What follows belongs to an exercise in optimizing a design on an open flow for small area, a short achievable clock period and few clock cycles per item; a production flow would make more cautious choices.
Only simulation tests tie the RTL to the original design; equivalence was not proved.
Power and IR drop assume default switching activity.

Design dijkstra_mod, start of the top module:
module dijkstra_mod(
    input clk,
    input rst,
    input start,
    input [7:0] src,
    input [7:0] dest,
    output reg path_ready,
    output reg [95:0] path
    );
Size: ~1100 cells after synthesis, ~120 flip-flops, roughly 120 I/O pins.
==> flow/config.mk <==
export PLATFORM = sky130hd
export DESIGN_NAME = dijkstra_mod
export DESIGN_NICKNAME = dijkstra_mod
export VERILOG_FILES = /design/flow/design.v
export SDC_FILE = /design/flow/constraint.sdc
export NUM_CORES = 4
export LEC_CHECK = 0
export CAP_MARGIN = 20
export CORE_MARGIN = 2
export CORE_UTILIZATION = 30
export SLEW_MARGIN = 20
export SYNTH_MEMORY_MAX_BITS = 65536
export TNS_END_PERCENT = 10
==> flow/constraint.sdc <==
create_clock -name core_clock -period 20.0 [get_ports {clk}]
set_input_delay 4.0000 -clock core_clock [delete_from_list [all_inputs] [get_ports {clk}]]
set_output_delay 4.0000 -clock core_clock [all_outputs]
set_load 0.01 [all_outputs]
standard.sh (not shown) runs the stock make flow with config.mk's settings and CLKGATE_MAP_FILE= SYNTH_SCRIPT=/design/flow/synth_recipe.tcl, a recipe that flattens the netlist after the stock synthesis.
==> flow/flow/run.sh <==
#!/bin/bash
# Standard ORFS layout (the standard.sh), with timing repair asked to reach a
# larger setup slack than the clock needs, so the layout runs faster, and the
# smallest buffer cell for the port buffers.  The clock period, SDC and all
# other settings are the standard flow's.
set -euo pipefail
export SETUP_SLACK_MARGIN=15
export BUFFER_PORTS_ARGS="-buffer_cell sky130_fd_sc_hd__buf_1"
bash standard.sh > standard_flow.log 2>&1
Testbench counts at the start, summed over its fixed seeds: cycles 188, queries 64.
Change:
- CTS_CLUSTER_DIAMETER: not set -> 80
- CTS_CLUSTER_SIZE: not set -> 40
- TNS_END_PERCENT: 10 -> not set
What happened:
- sequential share of layout area hardly moves
- synthesized area is unchanged
- routed wire length hardly moves
- setup slack is better by 18 ps
- count of clock-buffer cells in the layout stays the same
- fmax increases by 0.36%
- synthesized cell count does not change
- via count stays flat
- register-to-register slack improves by 40 ps
- global-route usage is unchanged
Change:
--- a/flow/flow/run.sh
+++ b/flow/flow/run.sh
@@ -6,3 +6,3 @@
 set -euo pipefail
-export SETUP_SLACK_MARGIN=15
+export SETUP_SLACK_MARGIN=15.5
 export BUFFER_PORTS_ARGS="-buffer_cell sky130_fd_sc_hd__buf_1"
- CTS_CLUSTER_DIAMETER: 80 -> not set
- CTS_CLUSTER_SIZE: 40 -> not set
- synthesized cell count stays the same
- total power rose by 13%
- count of clock-buffer cells in the layout rises by 2
- global-route usage goes up by 3.6 points
- first-iteration DRC count is higher by 16%
- critical path depth stays the same
Change:
--- a/flow/flow/run.sh
+++ b/flow/flow/run.sh
@@ -6,3 +6,3 @@
 set -euo pipefail
-export SETUP_SLACK_MARGIN=15.5
+export SETUP_SLACK_MARGIN=15
 export BUFFER_PORTS_ARGS="-buffer_cell sky130_fd_sc_hd__buf_1"
=>
- The new run ran to the end with no violations
- clock-buffer cell count went down by 2
- die area is unchanged
- maximum frequency barely changes
- via count is lower by roughly a tenth
- wire length goes down by about a fifth
- cell count came out lower by roughly a tenth
- worst hold slack improved by 13 ps
- sequential power stays flat
- core utilization is lower by 10 points
- power came out lower by roughly a tenth

========
Another version of the RTL of dijkstra_mod (not shown whole).
Size: ~1100 cells after synthesis, roughly 120 I/O pins.
export LEC_CHECK = 0
export ABC_CLOCK_PERIOD_IN_PS = 4000
export CAP_MARGIN = 20
export CORE_MARGIN = 2
export CORE_UTILIZATION = 30
export SLEW_MARGIN = 20
export SYNTH_MEMORY_MAX_BITS = 65536
create_clock -name core_clock -period 20.0 [get_ports {clk}]
==> flow/flow/run.sh <==
#!/bin/bash
# Standard ORFS layout (the standard.sh), with timing repair asked to reach a
# larger setup slack than the clock needs, so the layout runs faster, and the
# smallest buffer cell for the port buffers.  The clock period, SDC and all
# other settings are the standard flow's.
set -euo pipefail
export SETUP_SLACK_MARGIN=15
export BUFFER_PORTS_ARGS="-buffer_cell sky130_fd_sc_hd__buf_1"
bash standard.sh > standard_flow.log 2>&1
The first run finished with timing, DRC and antenna clean.
Testbench counts at the start, summed over its fixed seeds: cycles 188, queries 64.
Edit:
--- a/flow/config.mk
+++ b/flow/config.mk
@@ -8 +7,0 @@
-export ABC_CLOCK_PERIOD_IN_PS = 4000
The new run passed the timing, DRC and antenna checks.
Power does not change.
Routed wire length stays the same.
Final cell count stays the same.
Critical path depth is unchanged.
Register-to-register slack hardly moves.
Die area stays the same.
Worst hold slack is unchanged.
Edit:
--- a/flow/flow/run.sh
+++ b/flow/flow/run.sh
@@ -7 +7 @@
-export SETUP_SLACK_MARGIN=15
+export SETUP_SLACK_MARGIN=15.1
The new run completed with no timing, DRC or antenna violations.
Clock-buffer cell count does not change.
Setup slack improves by 0.030 ns.
Die area does not change.
Area after synthesis stays the same.
Via count rose by 4.8%.
Worst hold slack is about the same.
Power rose by about 6%.
Wire length rose by 8.2%.
Final cell count rose by about 4.6%.
Edit:
--- a/flow/flow/run.sh
+++ b/flow/flow/run.sh
@@ -7 +7 @@
-export SETUP_SLACK_MARGIN=15.1
+export SETUP_SLACK_MARGIN=15
--- a/flow/config.mk
+++ b/flow/config.mk
@@ -10,0 +11 @@
+export PLACE_DENSITY = 0.75
Result:
- The new run completed with no timing, DRC or antenna violations
- clock-buffer cell count rose by 1
- worst setup slack got worse by 0.15 ns
- sequential power hardly moves
- total power fell by a little under a tenth
- flip-flop and latch count is unchanged
- hold slack got worse by 0.0062 ns
- register-to-register slack got worse by 0.06 ns
- die area stays the same
- synthesized cell count stays the same
- area after synthesis does not change
- final cell count fell by a few percent

========
dijkstra_mod again, from the RTL that the note above started with.
Settings: LEC_CHECK=0, CAP_MARGIN=20, CORE_MARGIN=2, CORE_UTILIZATION=30, SLEW_MARGIN=20, SYNTH_MEMORY_MAX_BITS=65536; clock period 20.0 ns.
==> flow/flow/run.sh <==
#!/bin/bash
# Standard ORFS layout (the standard.sh), with timing repair asked to reach a
# larger setup slack than the clock needs, so the layout runs faster, and the
# smallest buffer cell for the port buffers.  The clock period, SDC and all
# other settings are the standard flow's.
set -euo pipefail
export SETUP_SLACK_MARGIN=14.9
export BUFFER_PORTS_ARGS="-buffer_cell sky130_fd_sc_hd__buf_1"
bash standard.sh > standard_flow.log 2>&1
The first run produced a clean layout.
Testbench counts at the start, summed over its fixed seeds: cycles 188, queries 64.
==> next run, changes <==
--- a/flow/flow/run.sh
+++ b/flow/flow/run.sh
@@ -6,3 +6,3 @@
 set -euo pipefail
-export SETUP_SLACK_MARGIN=14.9
+export SETUP_SLACK_MARGIN=15
 export BUFFER_PORTS_ARGS="-buffer_cell sky130_fd_sc_hd__buf_1"
- CAP_MARGIN: 20 -> 0
- SLEW_MARGIN: 20 -> 0
Design area grows by 1.1%.
Utilization grows by 0.42 points.
Cell count stays flat.
Sequential power stays flat.
Die area stays the same.

## separate check: timing with driven ports
How much do the figures lean on ideal ports? The routed layouts below were timed once more, with nothing changed but the port constraints.
Step 1: set_driving_cell puts a clkbuf_16 on clk and a buf_2 on each other input, an assumption about the parent block.
Step 2 adds t to the input delays and takes it off the output delays; t is the mean of the earliest and latest rising clock arrival at the registers after step 1. Input paths then give back, and output paths get back, about the clock's delay inside the block.
a / b / c = no drivers / after step 1 / after step 2; a / b = the first two.
run	t (ns)	setup WS [ns]	worst register clock-pin slew, ns	worst data-port slew with drivers (ns)
the first run of note 1	0.464	14.982 / 14.952 / 14.617	0.07 / 0.07	0.03
the second run of note 1	0.467	15.000 / 14.950 / 14.650	0.07 / 0.07	0.03
the third run of note 1	0.476	14.988 / 14.935 / 14.811	0.06 / 0.06	0.06
the fourth run of note 1	0.467	15.000 / 14.950 / 14.650	0.07 / 0.07	0.03
the first run of note 2	0.473	14.977 / 14.968 / 14.522	0.08 / 0.08	0.04
the second run of note 2	0.473	14.977 / 14.968 / 14.522	0.08 / 0.08	0.04
the third run of note 2	0.479	15.007 / 14.956 / 14.726	0.07 / 0.07	0.06
the fourth run of note 2	0.456	14.862 / 14.873 / 14.417	0.06 / 0.06	0.05
the first run of note 3	0.474	14.797 / 14.797 / 14.368	0.07 / 0.07	0.04
the second run of note 3	0.471	15.006 / 14.968 / 14.811	0.07 / 0.07	0.05
After both steps every run listed still meets setup and hold.
